Source: an optimization exercise on an open RTL-to-GDS flow (aim: small area). Production flows keep margins and buffers that such runs may drop. Function was checked by simulation only, so behaviour that the tests miss may differ from the original. The clock port is modelled as an ideal driver, which makes a skipped or thinned clock tree look cheaper than it is; a real chip needs a root buffer or a tree. Power and IR drop assume default switching activity.

Setup of the previous run:
==> flow/design.v <==
`timescale 1 ns / 1 ps
module axis_jtag_v1_0 #
(
   parameter integer C_S_AXIS_DATA_WIDTH   = 64,
   parameter integer C_S_AXIS_DATA_LENGTH  = 32,
   parameter integer C_TCK_CLOCK_RATIO     = 4
)
(
   input  wire                                  channel,
   input  wire                                  s_axis_aclk,
   input  wire                                  s_axis_aresetn,
   input  wire [C_S_AXIS_DATA_WIDTH-1 : 0]      s_axis_tdata,
   input  wire                                  s_axis_tvalid,
   output wire                                  s_axis_tready,
   input  wire [7 : 0]                          s_axis_tkeep,
   input  wire                                  s_axis_tlast,
   output wire                                  TCK_0,
   output wire                                  TMS_0,
   output wire                                  TDI_0,
   input  wire                                  TDO_0,
   output wire                                  TCK_1,
   output wire                                  TMS_1,
   output wire                                  TDI_1,
   input  wire                                  TDO_1
);
   reg  [7:0]  c;
   reg  [31:0] a;
   reg  [31:0] b;
   wire [6:0]  k      = c[6:0];
   wire        active = ~c[7];
   wire        pull   = c[7] & c[0];
   wire        ready  = c[7] & c[1];
   wire        turn   = ~(pull | ready);
   wire        inc    = ~(pull & ~s_axis_tvalid);
   always @(posedge s_axis_aclk) begin
      if (!s_axis_aresetn)
         c <= 8'd128;
      else if (ready)
         c <= 8'd0;
      else
         c <= c + {7'd0, inc};
   end
   always @(posedge s_axis_aclk) begin
      a <= ~((s_axis_tdata[31:0]  & {32{pull}})  |
             (s_axis_tdata[63:32] & {32{ready}}) |
             (b                   & {32{turn}}));
      b <= a;
   end
   wire [7:0]  s1n = ~(8'b00000001 << k[4:2]);
   wire [3:0]  s2  = 4'b0001 << k[6:5];
   wire [3:0]  ga, gb;
   genvar g;
   generate
      for (g = 0; g < 4; g = g + 1) begin : grp
         assign ga[g] = &(a[8*g+7:8*g] | s1n);
         assign gb[g] = &(b[8*g+7:8*g] | s1n);
      end
   endgenerate
   wire ma = |(ga & s2);
   wire mb = |(gb & s2);
   wire tck = active & k[1];
   wire tms = active & ((k[0] ? ma : mb) ^ ~(k[0] ^ k[1]));
   wire tdi = active & ((k[0] ? mb : ma) ^ ~k[1]);
   assign s_axis_tready = ready;
   assign TCK_0 = ~channel & tck;
   assign TMS_0 = ~channel & tms;
   assign TDI_0 = ~channel & tdi;
   assign TCK_1 =  channel & tck;
   assign TMS_1 =  channel & tms;
   assign TDI_1 =  channel & tdi;
endmodule
Settings: LEC_CHECK=0, CAP_MARGIN=20, CORE_MARGIN=2, CORE_UTILIZATION=35, SLEW_MARGIN=20; clock period 10.0 ns.
standard.sh (not shown) runs the stock make flow with config.mk's settings and CLKGATE_MAP_FILE= SYNTH_SCRIPT=/design/flow/synth_recipe.tcl, a recipe that flattens the netlist after the stock synthesis.
==> flow/flow/run.sh <==
#!/bin/bash
# Layout flow: the standard ORFS flow (standard.sh) with three changes:
#  - synthesis maps the logic with an area-oriented ABC script (abc.script);
#    the registers are the standard synthesis's (ABC does not touch them);
#  - port buffers are the smallest buffer, sky130_fd_sc_hd__buf_1;
#  - clock tree synthesis without dummy loads.
# Each tool's output goes to the ORFS logs; make's output to standard.log.
set -euo pipefail
here=$(pwd)
cp flow/abc.script "$here/abc_area_opt.script"
cat > "$here/synth_opt.tcl" <<TCL
proc abc {args} {
  set i [lsearch -exact \$args -script]
  if { \$i >= 0 } { lset args [expr { \$i + 1 }] $here/abc_area_opt.script }
  yosys abc {*}\$args
}
source $here/synth_recipe.tcl
TCL
sed "s#SYNTH_SCRIPT=[^ ]*#SYNTH_SCRIPT=$here/synth_opt.tcl#" standard.sh > standard_opt.sh
export BUFFER_PORTS_ARGS="-buffer_cell sky130_fd_sc_hd__buf_1"
export CTS_ARGS="-sink_clustering_enable -repair_clock_nets -dont_use_dummy_load -buf_list sky130_fd_sc_hd__clkbuf_4"
bash standard_opt.sh > standard.log 2>&1
==> flow/flow/abc.script <==
strash
dch
amap -F 20 -A 40 -C 5000 -E 0.5
topo
Input-level comparison between the current run and the previous run:
==> flow/design.v, changed modules only <==
module axis_jtag_v1_0 #
(
   parameter integer C_S_AXIS_DATA_WIDTH   = 64,
   parameter integer C_S_AXIS_DATA_LENGTH  = 32,
   parameter integer C_TCK_CLOCK_RATIO     = 4
)
(
   input  wire                                  channel,
   input  wire                                  s_axis_aclk,
   input  wire                                  s_axis_aresetn,
   input  wire [C_S_AXIS_DATA_WIDTH-1 : 0]      s_axis_tdata,
   input  wire                                  s_axis_tvalid,
   output wire                                  s_axis_tready,
   input  wire [7 : 0]                          s_axis_tkeep,
   input  wire                                  s_axis_tlast,
   output wire                                  TCK_0,
   output wire                                  TMS_0,
   output wire                                  TDI_0,
   input  wire                                  TDO_0,
   output wire                                  TCK_1,
   output wire                                  TMS_1,
   output wire                                  TDI_1,
   input  wire                                  TDO_1
);
   reg  [7:0]  c;
   reg  [31:0] a;
   reg  [31:0] b;
   reg         tms_r;
   reg         tdi_r;
   wire        active = ~c[7] | (~c[1] & ~c[0]);
   wire        pull   = c[7] & c[1] & ~c[0];
   wire        ready  = c[7] & c[1] & c[0];
   wire        turn   = ~(pull | ready);
   wire        inc    = ~(pull & ~s_axis_tvalid);
   always @(posedge s_axis_aclk) begin
      if (!s_axis_aresetn)
         c <= 8'd129;
      else if (ready)
         c <= 8'd1;
      else
         c <= c + {7'd0, inc};
   end
   always @(posedge s_axis_aclk) begin
      a <= ~((s_axis_tdata[31:0]  & {32{pull}})  |
             (s_axis_tdata[63:32] & {32{ready}}) |
             (b                   & {32{turn}}));
      b <= a;
   end
   wire [4:0]  sel = c[6:2];
   wire [7:0]  s1n = ~(8'b00000001 << sel[2:0]);
   wire [3:0]  s2  = 4'b0001 << sel[4:3];
   wire [3:0]  ga;
   genvar g;
   generate
      for (g = 0; g < 4; g = g + 1) begin : grp
         assign ga[g] = &(a[8*g+7:8*g] | s1n);
      end
   endgenerate
   wire m = |(ga & s2);
   wire phase0 = ~c[1] & c[0];
   always @(posedge s_axis_aclk) begin
      if ((~c[1] & ~c[0]) | ready)
         tms_r <= ~m;
      if (phase0)
         tdi_r <= ~m;
   end
   wire tck = active & ~(c[1] ^ c[0]);
   wire tms = active & tms_r;
   wire tdi = active & (phase0 ? ~m : tdi_r);
   assign s_axis_tready = ready;
   assign TCK_0 = ~channel & tck;
   assign TMS_0 = ~channel & tms;
   assign TDI_0 = ~channel & tdi;
   assign TCK_1 =  channel & tck;
   assign TMS_1 =  channel & tms;
   assign TDI_1 =  channel & tdi;
endmodule
Findings:
- The switching component of the power reported for the current run is smaller than that of the previous run by 5.9%.
- Post-layout instance area sits lower in the current run than in the previous run.
- The current run vs the previous run: global placement routability congestion down by a few percent
- Synthesized area divided by synthesized cell count: the current run vs the previous run up about 6%
- Hold slack for the current run: 6.1 ps down relative to the previous run
- Re synthesized area: the previous run was higher than the current run.
- Cmp the previous run and the current run / non-clock buffer share of cell area / lower: the previous run
- The previous run | stages: all done | timing, DRC, antenna: all pass
- The current run was carried through to the last stage, and its layout satisfied the timing, DRC and antenna checks.
- Global-route usage over all layers in the current run is 0.53 points below the previous run.
- First-pass GRT wire length went down by a few percent going from the previous run to the current run.
- Taking the previous run as the reference point, the final critical-path setup slack of the current run falls by 81 ps.
- Taking the previous run as the reference, in the current run basic-gate share of the synthesized area counting and, or, nand and nor cells decreased 0.40 points; sequential fraction of the synthesis area increased 4.0 points.

========
axis_jtag_v1_0, a different RTL version from the one above (not shown whole).
Size: about 150 cells after synthesis, roughly 72 flip-flops, ~86 I/O pins.
==> module axis_jtag_v1_0, before the edit <==
module axis_jtag_v1_0 #
(
   parameter integer C_S_AXIS_DATA_WIDTH   = 64,
   parameter integer C_S_AXIS_DATA_LENGTH  = 32,
   parameter integer C_TCK_CLOCK_RATIO     = 4
)
(
   input  wire                                  channel,
   input  wire                                  s_axis_aclk,
   input  wire                                  s_axis_aresetn,
   input  wire [C_S_AXIS_DATA_WIDTH-1 : 0]      s_axis_tdata,
   input  wire                                  s_axis_tvalid,
   output wire                                  s_axis_tready,
   input  wire [7 : 0]                          s_axis_tkeep,
   input  wire                                  s_axis_tlast,
   output wire                                  TCK_0,
   output wire                                  TMS_0,
   output wire                                  TDI_0,
   input  wire                                  TDO_0,
   output wire                                  TCK_1,
   output wire                                  TMS_1,
   output wire                                  TDI_1,
   input  wire                                  TDO_1
);
   reg  [7:0]  c;
   reg  [30:0] a;
   reg  [30:0] b;
   reg         tms_r;
   reg         tdi_r;
   wire        active = ~c[7];
   wire        pull   = c[7] & c[0];
   wire        ready  = c[7] & c[1];
   wire        turn   = active;
   wire        inc    = ~(pull & ~s_axis_tvalid);
   always @(posedge s_axis_aclk) begin
      if (!s_axis_aresetn)
         c <= 8'd128;
      else if (ready)
         c <= 8'd0;
      else
         c <= c + {7'd0, inc};
   end
   wire [30:0] du = {s_axis_tdata[16], s_axis_tdata[1], s_axis_tdata[17], s_axis_tdata[2], s_axis_tdata[18], s_axis_tdata[3], s_axis_tdata[19], s_axis_tdata[4], s_axis_tdata[20], s_axis_tdata[5], s_axis_tdata[21], s_axis_tdata[6], s_axis_tdata[22], s_axis_tdata[7], s_axis_tdata[23], s_axis_tdata[8], s_axis_tdata[24], s_axis_tdata[9], s_axis_tdata[25], s_axis_tdata[10], s_axis_tdata[26], s_axis_tdata[11], s_axis_tdata[27], s_axis_tdata[12], s_axis_tdata[28], s_axis_tdata[13], s_axis_tdata[29], s_axis_tdata[14], s_axis_tdata[30], s_axis_tdata[15], s_axis_tdata[31]};
   wire [30:0] dv = {s_axis_tdata[33], s_axis_tdata[49], s_axis_tdata[34], s_axis_tdata[50], s_axis_tdata[35], s_axis_tdata[51], s_axis_tdata[36], s_axis_tdata[52], s_axis_tdata[37], s_axis_tdata[53], s_axis_tdata[38], s_axis_tdata[54], s_axis_tdata[39], s_axis_tdata[55], s_axis_tdata[40], s_axis_tdata[56], s_axis_tdata[41], s_axis_tdata[57], s_axis_tdata[42], s_axis_tdata[58], s_axis_tdata[43], s_axis_tdata[59], s_axis_tdata[44], s_axis_tdata[60], s_axis_tdata[45], s_axis_tdata[61], s_axis_tdata[46], s_axis_tdata[62], s_axis_tdata[47], s_axis_tdata[63], s_axis_tdata[48]};
   always @(posedge s_axis_aclk) begin
      a <= ~((du & {31{pull}}) | (dv & {31{ready}}) |
             ({b[29:0], b[30]} & {31{turn}}));
      b <= a;
   end
   always @(posedge s_axis_aclk) begin
      if (c[1] & (c[0] | c[7])) begin
         tms_r <= ready ? ~s_axis_tdata[0]  : a[0];
         tdi_r <= ready ? ~s_axis_tdata[32] : ~b[0];
      end
   end
   wire tck = active & c[1];
   wire tms = active & ~tms_r;
   wire tdi = active & ~tdi_r;
   assign s_axis_tready = ready;
   assign TCK_0 = ~channel & tck;
   assign TMS_0 = ~channel & tms;
   assign TDI_0 = ~channel & tdi;
   assign TCK_1 =  channel & tck;
   assign TMS_1 =  channel & tms;
   assign TDI_1 =  channel & tdi;
endmodule
clock: 10.0 ns
lec_check: 0
cap_margin: 0
core_margin: 2
core_utilization: 60
slew_margin: 0
==> flow/flow/run.sh <==
#!/bin/bash
# Layout flow: the standard ORFS flow (standard.sh) with three changes:
#  - synthesis maps the logic with an area-oriented ABC script (abc.script);
#    the registers are the standard synthesis's (ABC does not touch them);
#  - port buffers are the smallest buffer, sky130_fd_sc_hd__buf_1;
#  - a one-level clock tree of 4 buffers (buf_6, flow/manual_cts.tcl) in place of
#    clock_tree_synthesis.
# Each tool's output goes to the ORFS logs; make's output to standard.log.
set -euo pipefail
here=$(pwd)
cp flow/abc.script "$here/abc_area_opt.script"
cat > "$here/synth_opt.tcl" <<TCL
proc abc {args} {
  set i [lsearch -exact \$args -script]
  if { \$i >= 0 } { lset args [expr { \$i + 1 }] $here/abc_area_opt.script }
  yosys abc {*}\$args
}
source $here/synth_recipe.tcl
TCL
sed "s#SYNTH_SCRIPT=[^ ]*#SYNTH_SCRIPT=$here/synth_opt.tcl#" standard.sh > standard_opt.sh
export BUFFER_PORTS_ARGS="-buffer_cell sky130_fd_sc_hd__buf_1"
export PRE_CTS_TCL="$here/flow/manual_cts.tcl"
export CTS_ARGS="-sink_clustering_enable -repair_clock_nets -dont_use_dummy_load -buf_list sky130_fd_sc_hd__clkbuf_4"
bash standard_opt.sh > standard.log 2>&1
Other scripts of this flow, unchanged in this note and not shown: flow/flow/abc.script, flow/flow/manual_cts.tcl
Edit:
--- a/flow/design.v
+++ b/flow/design.v
@@ -21,42 +21,48 @@
    output wire                                  TCK_1,
    output wire                                  TMS_1,
    output wire                                  TDI_1,
    input  wire                                  TDO_1
 );
-   reg  [7:0]  c;
+   reg         f;         
+   reg  [1:0]  q;         
+   reg  [4:0]  p;         
    reg  [30:0] a;
    reg  [30:0] b;
    reg         tms_r;
    reg         tdi_r;
-   wire        active = ~c[7];
-   wire        pull   = c[7] & c[0];
-   wire        ready  = c[7] & c[1];
+   wire        active = ~f;
+   wire        pull   = f & ~q[1] & q[0];
+   wire        ready  = f & q[1] & q[0];
    wire        turn   = active;
-   wire        inc    = ~(pull & ~s_axis_tvalid);
+   wire        last   = active & q[1] & ~q[0];    
+   wire [5:0]  pn     = {1'b0, p} + {5'd0, last};
    always @(posedge s_axis_aclk) begin
-      if (!s_axis_aresetn)
-         c <= 8'd128;
-      else if (ready)
-         c <= 8'd0;
-      else
-         c <= c + {7'd0, inc};
+      if (!s_axis_aresetn) begin
+         f <= 1'b1;
+         q <= 2'b00;
+      end else begin
+         f    <= f ? ~ready : pn[5];
+         q[0] <= ~q[1];
+         q[1] <= q[0] & (active | (~q[1] & s_axis_tvalid));
+      end
+      p <= f ? 5'd0 : pn[4:0];
    end
    wire [30:0] du = {s_axis_tdata[16], s_axis_tdata[1], s_axis_tdata[17], s_axis_tdata[2], s_axis_tdata[18], s_axis_tdata[3], s_axis_tdata[19], s_axis_tdata[4], s_axis_tdata[20], s_axis_tdata[5], s_axis_tdata[21], s_axis_tdata[6], s_axis_tdata[22], s_axis_tdata[7], s_axis_tdata[23], s_axis_tdata[8], s_axis_tdata[24], s_axis_tdata[9], s_axis_tdata[25], s_axis_tdata[10], s_axis_tdata[26], s_axis_tdata[11], s_axis_tdata[27], s_axis_tdata[12], s_axis_tdata[28], s_axis_tdata[13], s_axis_tdata[29], s_axis_tdata[14], s_axis_tdata[30], s_axis_tdata[15], s_axis_tdata[31]};
    wire [30:0] dv = {s_axis_tdata[33], s_axis_tdata[49], s_axis_tdata[34], s_axis_tdata[50], s_axis_tdata[35], s_axis_tdata[51], s_axis_tdata[36], s_axis_tdata[52], s_axis_tdata[37], s_axis_tdata[53], s_axis_tdata[38], s_axis_tdata[54], s_axis_tdata[39], s_axis_tdata[55], s_axis_tdata[40], s_axis_tdata[56], s_axis_tdata[41], s_axis_tdata[57], s_axis_tdata[42], s_axis_tdata[58], s_axis_tdata[43], s_axis_tdata[59], s_axis_tdata[44], s_axis_tdata[60], s_axis_tdata[45], s_axis_tdata[61], s_axis_tdata[46], s_axis_tdata[62], s_axis_tdata[47], s_axis_tdata[63], s_axis_tdata[48]};
    always @(posedge s_axis_aclk) begin
       a <= ~((du & {31{pull}}) | (dv & {31{ready}}) |
              ({b[29:0], b[30]} & {31{turn}}));
       b <= a;
    end
    always @(posedge s_axis_aclk) begin
-      if (c[1] & (c[0] | c[7])) begin
+      if (last | ready) begin
          tms_r <= ready ? ~s_axis_tdata[0]  : a[0];
          tdi_r <= ready ? ~s_axis_tdata[32] : ~b[0];
       end
    end
-   wire tck = active & c[1];
+   wire tck = active & q[1];
    wire tms = active & ~tms_r;
    wire tdi = active & ~tdi_r;
    assign s_axis_tready = ready;
    assign TCK_0 = ~channel & tck;
    assign TMS_0 = ~channel & tms;
Effect:
- The new run completed without violations
- sequential share of layout area came out higher by 0.23 points
- setup slack gains 0.010 ns
- wire length came out lower by 9.9%
- synthesized area came out lower by 1.2%
- final cell count came out lower by 1.9%
- cell area came out lower by 0.37%
- core utilization came out higher by 0.34 points
- power came out lower by 27%
- via count came out lower by 4.1%
- sequential power came out lower by 19%
- flip-flop and latch count stays the same
- critical path depth does not change
- hold slack hardly moves
No run of this note takes its clock network from TritonCTS; it comes from the design's own scripts or RTL.

==> separate check: timing with driven ports <==
Ports are ideal in the flow. The routed layouts listed here were re-timed in OpenROAD.
Step 1 (the two cells are an assumption about what drives the block):
set clk [get_ports {s_axis_aclk}]
set_driving_cell -lib_cell sky130_fd_sc_hd__clkbuf_16 $clk
set_driving_cell -lib_cell sky130_fd_sc_hd__buf_2 [delete_from_list [all_inputs] $clk]
Step 2 adds t to the input delays and takes it off the output delays; t is the mean of the earliest and latest rising clock arrival at the registers after step 1. Input paths then give back, and output paths get back, about the clock's delay inside the block.
Three values: ideal, step 1, step 2; two values: the first two.
run | t (ns) | slack for setup (ns) | worst hold slack (ns) | slew at the worst register clock pin (ns)
the previous run | 0.417 | 4.915 / 4.889 / 5.306 | 0.351 / 0.351 / 0.351 | 0.10 / 0.10
the current run | 0.415 | 4.834 / 4.810 / 5.225 | 0.345 / 0.345 / 0.345 | 0.12 / 0.12
the first run of note 2 | 0.188 | 5.402 / 5.377 / 5.377 | 0.339 / 0.339 / 0.339 | 0.11 / 0.11
the second run of note 2 | 0.182 | 5.412 / 5.389 / 5.389 | 0.337 / 0.337 / 0.337 | 0.11 / 0.11
After both steps every run listed still meets setup and hold. For the first run of note 2, which loses most, drivers alone change the setup slack by -0.025 ns; drivers and shift together by -0.025 ns.
